Context: an optimization exercise on an open-source flow, tuned for small area. The choices shown serve that exercise and are no tape-out recipe.
At most, simulation tests tie the RTL to the original design; equivalence was not proved.
Power is estimated from default activity; no workload was simulated.

// pong16
module pong16 (sys_clk,
               rst_n,
               dm_sel,
               ramadr,
               ramwe,
               ramre,
               dbus_in,
               vid_sync_o,
               vid_o,
               audio_o
              );
Size in the first run: about 320 flip-flops, about 24 I/O pins, ~0.016 mm² of cells after synthesis.
make LEC_CHECK=0 CAP_MARGIN=20 CORE_MARGIN=2 CORE_UTILIZATION=40 CTS_BUF_LIST=sky130_fd_sc_hd__clkbuf_8 CTS_CLUSTER_DIAMETER=60 CTS_CLUSTER_SIZE=20 SLEW_MARGIN=20 finish   # period 10.0 ns
run.sh (not shown) runs the stock make flow with config.mk's settings and CLKGATE_MAP_FILE= SYNTH_SCRIPT=/design/flow/synth_recipe.tcl, a recipe that flattens the netlist after the stock synthesis.
The first run passed the timing, DRC and antenna checks.
==> next run, changes <==
Settings changed: CTS_BUF_LIST sky130_fd_sc_hd__clkbuf_8 to sky130_fd_sc_hd__clkbuf_4, CTS_CLUSTER_DIAMETER 60 to 50, CTS_CLUSTER_SIZE 20 to 10.
Outcome: Clock-buffer cell count climbs by 25; cell count climbs by 0.98%; area after synthesis stays the same; sequential power stays flat; wire length came out higher by 1.2%; clock power falls by 3.6%; setup slack is worse by 47 ps; global-route usage goes up by 0.42 points; power falls by 0.65%.

before:
Another version of the RTL of pong16 (not shown whole).
Size in the first run: roughly 14000 um2 of cells after synthesis.
clock: 10.0 ns
lec_check: 0
cap_margin: 20
core_margin: 2
core_utilization: 40
slew_margin: 20
standard.sh (not shown) runs the stock make flow with config.mk's settings and CLKGATE_MAP_FILE= SYNTH_SCRIPT=/design/flow/synth_recipe.tcl, a recipe that flattens the netlist after the stock synthesis.
==> flow/flow/run.sh <==
#!/bin/bash
# Layout flow: the standard synthesis, then the combinational logic
# re-mapped by ABC for area (the registers, their names and cell types are
# left as the standard synthesis made them), then the standard layout.
set -euo pipefail
W=$(pwd)
R=$W/orfs/results/$FLOW_PLATFORM/pong16/base
LIB=$FLOW_HOME/platforms/$FLOW_PLATFORM/lib/sky130_fd_sc_hd__tt_025C_1v80.lib
YOSYS=$FLOW_HOME/../tools/install/yosys/bin/yosys
[ -x "$YOSYS" ] || YOSYS=$(command -v yosys)

# 1. standard synthesis
bash standard.sh "$R/1_2_yosys.v" > "$W/flow_synth.log" 2>&1

# 2. re-map the combinational logic
DONT=$(sed -n '/DONT_USE_CELLS += /,/^$/p' "$FLOW_HOME/platforms/$FLOW_PLATFORM/config.mk" \
       | grep -o 'sky130_fd_sc_hd__[a-z0-9_]*' | sed 's/^/-dont_use /' | tr '\n' ' ')
FLOPS=$(grep -o '^ *sky130_fd_sc_hd__[a-z0-9_]*' "$R/1_2_yosys.v" | sort -u | grep -E 'df|dl|sdf|edf' | tr '\n' ' ')
cp "$R/1_2_yosys.v" "$W/std_synth.v"
sed -e "s#@LIB@#$LIB#g" -e "s#@DONT@#$DONT#g" -e "s#@FLOPS@#$FLOPS#g" \
    -e "s#@IN@#$W/std_synth.v#g" -e "s#@OUT@#$W/reabc.v#g" -e "s#@TOP@#$FLOW_TOP#g" \
    "$W/flow/reabc.ys.in" > "$W/reabc.ys"
"$YOSYS" -s "$W/reabc.ys" > "$W/flow_reabc.log" 2>&1
cp "$W/reabc.v" "$R/1_2_yosys.v"

# 3. the rest of the standard layout, with smaller port buffers and a
# clock tree of clkbuf_4 without dummy loads
export BUFFER_PORTS_ARGS="-buffer_cell sky130_fd_sc_hd__buf_1"
export CTS_ARGS="-sink_clustering_enable -repair_clock_nets -sink_clustering_size 10 -sink_clustering_max_diameter 50 -buf_list sky130_fd_sc_hd__clkbuf_4 -dont_use_dummy_load"
bash standard.sh "$@" > "$W/flow_layout.log" 2>&1
==> flow/flow/reabc.ys.in <==
read_liberty -ignore_miss_func -ignore_miss_dir @LIB@
read_verilog @IN@
hierarchy -top @TOP@
blackbox @FLOPS@
flatten
hierarchy -top @TOP@
opt_clean
tee -o std_stat.txt stat
abc -liberty @LIB@ @DONT@ -script +strash;dch,-f;amap,-F,2;topo
opt_clean -purge
hilomap -singleton -hicell sky130_fd_sc_hd__conb_1 HI -locell sky130_fd_sc_hd__conb_1 LO
insbuf -buf sky130_fd_sc_hd__buf_1 A X
read_liberty -lib -ignore_miss_dir @LIB@
tee -o reabc_stat.txt stat -liberty @LIB@
check -assert -mapped
write_verilog -noattr -nohex -nodec @OUT@
#### Input delta (after over before)
Settings: an added CTS_CLUSTER_DIAMETER of 50; an added CTS_CLUSTER_SIZE of 10; an added CTS_BUF_LIST of sky130_fd_sc_hd__clkbuf_4.
-- flow/flow/run.sh --
<<< before, line 26
# 3. the rest of the standard layout, with smaller port buffers and a
# clock tree of clkbuf_4 without dummy loads
export BUFFER_PORTS_ARGS="-buffer_cell sky130_fd_sc_hd__buf_1"
export CTS_ARGS="-sink_clustering_enable -repair_clock_nets -sink_clustering_size 10 -sink_clustering_max_diameter 50 -buf_list sky130_fd_sc_hd__clkbuf_4 -dont_use_dummy_load"
>>> after, line 26
# 3. the rest of the standard layout
-- flow/flow/reabc.ys.in --
<<< before, line 9
abc -liberty @LIB@ @DONT@ -script +strash;dch,-f;amap,-F,2;topo
>>> after, line 9
abc -liberty @LIB@ @DONT@ -script +strash;ifraig;scorr;dc2;dch,-f;map,-a;topo
Findings:
Result for before and after: all clean. Per the comparison of after with before, utilization increased by 1.3 points relative to the old numbers, layout-stage area growth over the synthesis result now sits higher, routed wire length decreased 2.6%.

pong16, a different RTL version from the one above (not shown whole).
Size in the first run: roughly 3000 cells after synthesis, roughly 450 flip-flops, about 24 I/O pins, ~23000 µm² of cells after synthesis.
clock: 10.0 ns
lec_check: 0
abc_area: 1
cap_margin: 20
core_margin: 2
core_utilization: 40
slew_margin: 20
run.sh (not shown) runs the stock make flow with config.mk's settings and CLKGATE_MAP_FILE= SYNTH_SCRIPT=/design/flow/synth_recipe.tcl, a recipe that flattens the netlist after the stock synthesis.
Stock flow here: none of the scripts above is used.
Change:
Settings changed: ABC_AREA 1 to not set.
After rerunning: The new run completed with no timing, DRC or antenna violations. Total power drops slightly. Non-clock buffer count climbs by 10. Worst setup slack degrades by 0.083 ns. Cell area drops by a few percent. Via count drops by a little under a tenth. First-iteration DRC count climbs by a little under a tenth. Synthesized cell count drops by roughly a tenth. Global-route usage drops by 0.66 points. Sequential power hardly moves. Sequential share of layout area climbs by 0.79 points.
No run of this note included a check of the RTL's function; only the layout flow was run.

Another version of the RTL of pong16 (not shown whole).
For scale: about 1700 cells after synthesis, about 24 I/O pins, ~0.014 mm^2 of cells after synthesis.
clock: 10.0 ns
lec_check: 0
cap_margin: 5
core_margin: 2
core_utilization: 70
slew_margin: 5
standard.sh (not shown) runs the stock make flow with config.mk's settings and CLKGATE_MAP_FILE= SYNTH_SCRIPT=/design/flow/synth_recipe.tcl, a recipe that flattens the netlist after the stock synthesis.
==> flow/flow/run.sh <==
#!/bin/bash
# Layout flow: the standard synthesis, then the combinational logic
# re-mapped by ABC for area (the registers, their names and cell types are
# left as the standard synthesis made them), then the standard layout.
set -euo pipefail
W=$(pwd)
R=$W/orfs/results/$FLOW_PLATFORM/pong16/base
LIB=$FLOW_HOME/platforms/$FLOW_PLATFORM/lib/sky130_fd_sc_hd__tt_025C_1v80.lib
YOSYS=$FLOW_HOME/../tools/install/yosys/bin/yosys
[ -x "$YOSYS" ] || YOSYS=$(command -v yosys)

# 1. standard synthesis
bash standard.sh "$R/1_2_yosys.v" > "$W/flow_synth.log" 2>&1

# 2. re-map the combinational logic
DONT=$(sed -n '/DONT_USE_CELLS += /,/^$/p' "$FLOW_HOME/platforms/$FLOW_PLATFORM/config.mk" \
       | grep -o 'sky130_fd_sc_hd__[a-z0-9_]*' | sed 's/^/-dont_use /' | tr '\n' ' ')
FLOPS=$(grep -o '^ *sky130_fd_sc_hd__[a-z0-9_]*' "$R/1_2_yosys.v" | sort -u | grep -E 'df|dl|sdf|edf' | tr '\n' ' ')
cp "$R/1_2_yosys.v" "$W/std_synth.v"
sed -e "s#@LIB@#$LIB#g" -e "s#@DONT@#$DONT#g" -e "s#@FLOPS@#$FLOPS#g" \
    -e "s#@IN@#$W/std_synth.v#g" -e "s#@OUT@#$W/reabc.v#g" -e "s#@TOP@#$FLOW_TOP#g" \
    "$W/flow/reabc.ys.in" > "$W/reabc.ys"
"$YOSYS" -s "$W/reabc.ys" > "$W/flow_reabc.log" 2>&1
cp "$W/reabc.v" "$R/1_2_yosys.v"

# 3. the rest of the standard layout, with smaller port buffers and a
# clock tree of clkbuf_4 without dummy loads
export BUFFER_PORTS_ARGS="-buffer_cell sky130_fd_sc_hd__buf_1"
export CTS_ARGS="-sink_clustering_enable -repair_clock_nets -sink_clustering_size 10 -sink_clustering_max_diameter 50 -buf_list sky130_fd_sc_hd__clkbuf_4 -dont_use_dummy_load"
bash standard.sh "$@" > "$W/flow_layout.log" 2>&1
==> flow/flow/reabc.ys.in <==
read_liberty -ignore_miss_func -ignore_miss_dir @LIB@
read_verilog @IN@
hierarchy -top @TOP@
blackbox @FLOPS@
flatten
hierarchy -top @TOP@
opt_clean
tee -o std_stat.txt stat
abc -liberty @LIB@ @DONT@ -script +strash;dch,-f;amap,-F,2;topo
opt_clean -purge
hilomap -singleton -hicell sky130_fd_sc_hd__conb_1 HI -locell sky130_fd_sc_hd__conb_1 LO
insbuf -buf sky130_fd_sc_hd__buf_1 A X
read_liberty -lib -ignore_miss_dir @LIB@
tee -o reabc_stat.txt stat -liberty @LIB@
check -assert -mapped
write_verilog -noattr -nohex -nodec @OUT@
Then changed:
==> flow/flow/run.sh (replaced) <==
#!/bin/bash
# Layout flow: the standard synthesis, then the combinational logic
# re-mapped by ABC for area (the registers, their names and cell types are
# left as the standard synthesis made them; of a few area-mapping scripts the
# one with the smallest cell area is kept), then the standard layout with
# smaller port buffers and a clock tree of clkbuf_4 without dummy loads.
set -euo pipefail
W=$(pwd)
R=$W/orfs/results/$FLOW_PLATFORM/pong16/base
LIB=$FLOW_HOME/platforms/$FLOW_PLATFORM/lib/sky130_fd_sc_hd__tt_025C_1v80.lib
YOSYS=$FLOW_HOME/../tools/install/yosys/bin/yosys
[ -x "$YOSYS" ] || YOSYS=$(command -v yosys)

# 1. standard synthesis
bash standard.sh "$R/1_2_yosys.v" > "$W/flow_synth.log" 2>&1

# 2. re-map the combinational logic
DONT=$(sed -n '/DONT_USE_CELLS += /,/^$/p' "$FLOW_HOME/platforms/$FLOW_PLATFORM/config.mk" \
       | grep -o 'sky130_fd_sc_hd__[a-z0-9_]*' | sed 's/^/-dont_use /' | tr '\n' ' ')
FLOPS=$(grep -o '^ *sky130_fd_sc_hd__[a-z0-9_]*' "$R/1_2_yosys.v" | sort -u | grep -E 'df|dl|sdf|edf' | tr '\n' ' ')
cp "$R/1_2_yosys.v" "$W/std_synth.v"
best=""; best_area=""
i=0
for SCRIPT in "strash;dch,-f;amap,-F,2;topo" \
              "strash;dch,-f;amap,-F,2,-E,0;topo" \
              "strash;dc2;dch,-f;amap,-F,2;topo" \
              "strash;balance;rewrite,-z;refactor,-z;rewrite,-z;dch,-f;amap,-F,2;topo"; do
  i=$((i+1))
  sed -e "s#@LIB@#$LIB#g" -e "s#@DONT@#$DONT#g" -e "s#@FLOPS@#$FLOPS#g" \
      -e "s#@IN@#$W/std_synth.v#g" -e "s#@OUT@#$W/reabc_$i.v#g" -e "s#@TOP@#$FLOW_TOP#g" \
      -e "s#@SCRIPT@#$SCRIPT#g" -e "s#@STAT@#reabc_stat_$i.txt#g" \
      "$W/flow/reabc.ys.in" > "$W/reabc_$i.ys"
  if "$YOSYS" -s "$W/reabc_$i.ys" > "$W/flow_reabc_$i.log" 2>&1; then
    a=$(awk '/Chip area for module/ {print $NF}' "$W/reabc_stat_$i.txt")
    echo "script $i ($SCRIPT): area $a" >> "$W/flow_reabc_choice.log"
    if [ -z "$best_area" ] || awk -v a="$a" -v b="$best_area" 'BEGIN{exit !(a<b)}'; then
      best=$i; best_area=$a
    fi
  fi
done
echo "kept script $best: area $best_area" >> "$W/flow_reabc_choice.log"
cp "$W/reabc_$best.v" "$R/1_2_yosys.v"

# 3. the rest of the standard layout
export BUFFER_PORTS_ARGS="-buffer_cell sky130_fd_sc_hd__buf_1"
export CTS_ARGS="-sink_clustering_enable -repair_clock_nets -sink_clustering_size 10 -sink_clustering_max_diameter 50 -buf_list sky130_fd_sc_hd__clkbuf_4 -dont_use_dummy_load"
bash standard.sh "$@" > "$W/flow_layout.log" 2>&1
==> flow/flow/reabc.ys.in (replaced) <==
read_liberty -ignore_miss_func -ignore_miss_dir @LIB@
read_verilog @IN@
hierarchy -top @TOP@
blackbox @FLOPS@
flatten
hierarchy -top @TOP@
opt_clean
tee -o std_stat.txt stat
abc -liberty @LIB@ @DONT@ -script +@SCRIPT@
opt_clean -purge
hilomap -singleton -hicell sky130_fd_sc_hd__conb_1 HI -locell sky130_fd_sc_hd__conb_1 LO
insbuf -buf sky130_fd_sc_hd__buf_1 A X
read_liberty -lib -ignore_miss_dir @LIB@
tee -o @STAT@ stat -liberty @LIB@
check -assert -mapped
write_verilog -noattr -nohex -nodec @OUT@
CORE_UTILIZATION = 55   (was 70)
Result: Clock-buffer cell count stays the same. Core utilization went down by 16 points. Hold slack gets worse by 14 ps.
Then changed:
==> flow/flow/run.sh (replaced) <==
#!/bin/bash
# Layout flow: the standard synthesis, then the combinational logic
# re-mapped by ABC for area (the registers, their names and cell types are
# left as the standard synthesis made them), then the standard layout.
set -euo pipefail
W=$(pwd)
R=$W/orfs/results/$FLOW_PLATFORM/pong16/base
LIB=$FLOW_HOME/platforms/$FLOW_PLATFORM/lib/sky130_fd_sc_hd__tt_025C_1v80.lib
YOSYS=$FLOW_HOME/../tools/install/yosys/bin/yosys
[ -x "$YOSYS" ] || YOSYS=$(command -v yosys)

# 1. standard synthesis
bash standard.sh "$R/1_2_yosys.v" > "$W/flow_synth.log" 2>&1

# 2. re-map the combinational logic
DONT=$(sed -n '/DONT_USE_CELLS += /,/^$/p' "$FLOW_HOME/platforms/$FLOW_PLATFORM/config.mk" \
       | grep -o 'sky130_fd_sc_hd__[a-z0-9_]*' | sed 's/^/-dont_use /' | tr '\n' ' ')
FLOPS=$(grep -o '^ *sky130_fd_sc_hd__[a-z0-9_]*' "$R/1_2_yosys.v" | sort -u | grep -E 'df|dl|sdf|edf' | tr '\n' ' ')
cp "$R/1_2_yosys.v" "$W/std_synth.v"
sed -e "s#@LIB@#$LIB#g" -e "s#@DONT@#$DONT#g" -e "s#@FLOPS@#$FLOPS#g" \
    -e "s#@IN@#$W/std_synth.v#g" -e "s#@OUT@#$W/reabc.v#g" -e "s#@TOP@#$FLOW_TOP#g" \
    "$W/flow/reabc.ys.in" > "$W/reabc.ys"
"$YOSYS" -s "$W/reabc.ys" > "$W/flow_reabc.log" 2>&1
cp "$W/reabc.v" "$R/1_2_yosys.v"

# 3. the rest of the standard layout, with smaller port buffers and a
# clock tree of clkbuf_4 without dummy loads
export BUFFER_PORTS_ARGS="-buffer_cell sky130_fd_sc_hd__buf_1"
export CTS_ARGS="-sink_clustering_enable -repair_clock_nets -sink_clustering_size 10 -sink_clustering_max_diameter 50 -buf_list sky130_fd_sc_hd__clkbuf_4 -dont_use_dummy_load"
bash standard.sh "$@" > "$W/flow_layout.log" 2>&1
==> flow/flow/reabc.ys.in (replaced) <==
read_liberty -ignore_miss_func -ignore_miss_dir @LIB@
read_verilog @IN@
hierarchy -top @TOP@
blackbox @FLOPS@
flatten
hierarchy -top @TOP@
opt_clean
tee -o std_stat.txt stat
abc -liberty @LIB@ @DONT@ -script +strash;dch,-f;amap,-F,2;topo
opt_clean -purge
hilomap -singleton -hicell sky130_fd_sc_hd__conb_1 HI -locell sky130_fd_sc_hd__conb_1 LO
insbuf -buf sky130_fd_sc_hd__buf_1 A X
read_liberty -lib -ignore_miss_dir @LIB@
tee -o reabc_stat.txt stat -liberty @LIB@
check -assert -mapped
write_verilog -noattr -nohex -nodec @OUT@
Outcome: Setup slack is worse by 560 ps. Sequential cell count is unchanged. Power climbs by about 0.6%. Clock-buffer cell count went up by 2. Hold slack improved by 14 ps. Non-clock buffer count goes up by 2. Synthesized area came out higher by about 0.8%. Wire length is lower by 1.2%. Via count drops by 1.0%. Cell area is higher by 0.90%. Clock power is higher by about 2%.

[separate check: timing with driven ports]
How much do the figures lean on ideal ports? The routed layouts below were timed once more, with nothing changed but the port constraints.
Step 1, drivers: a clkbuf_16 drives sys_clk and a buf_2 each remaining input, both assumed.
Step 2, shift: input delay + t, output delay - t, t = (earliest + latest rising clock arrival at the registers) / 2. This alone moves slack from input paths to output paths.
a / b / c = no drivers / after step 1 / after step 2; a / b = the first two.
| run | t (ns) | setup WS [ns] | hold slack, ns | latest minus earliest clock arrival (ns) |
|---|---|---|---|---|
| the first run of note 1 | 0.657 | 6.187 / 6.187 / 5.559 | 0.317 / 0.317 / 0.317 | 0.047 / 0.047 |
| the second run of note 1 | 0.822 | 6.141 / 6.141 / 5.527 | 0.326 / 0.326 / 0.326 | 0.053 / 0.053 |
| before | 0.686 | 5.366 / 5.366 / 5.366 | 0.293 / 0.293 / 0.293 | 0.118 / 0.118 |
| after | 0.742 | 5.959 / 5.959 / 5.934 | 0.324 / 0.324 / 0.324 | 0.054 / 0.054 |
| the first run of note 3 | 0.663 | 6.475 / 6.447 / 5.850 | 0.320 / 0.320 / 0.320 | 0.064 / 0.064 |
| the second run of note 3 | 0.663 | 6.392 / 6.341 / 5.765 | 0.323 / 0.323 / 0.323 | 0.035 / 0.035 |
| the first run of note 4 | 0.692 | 5.124 / 5.124 / 5.124 | 0.323 / 0.323 / 0.323 | 0.091 / 0.091 |
| the second run of note 4 | 0.674 | 5.608 / 5.608 / 5.608 | 0.309 / 0.309 / 0.309 | 0.089 / 0.089 |
| the third run of note 4 | 0.672 | 5.046 / 5.046 / 5.046 | 0.323 / 0.323 / 0.323 | 0.087 / 0.087 |
After both steps setup and hold are still met in every run listed. The setup slack of the first run of note 1, which loses most, moves by 0.000 ns with the drivers and by -0.628 ns with both steps.
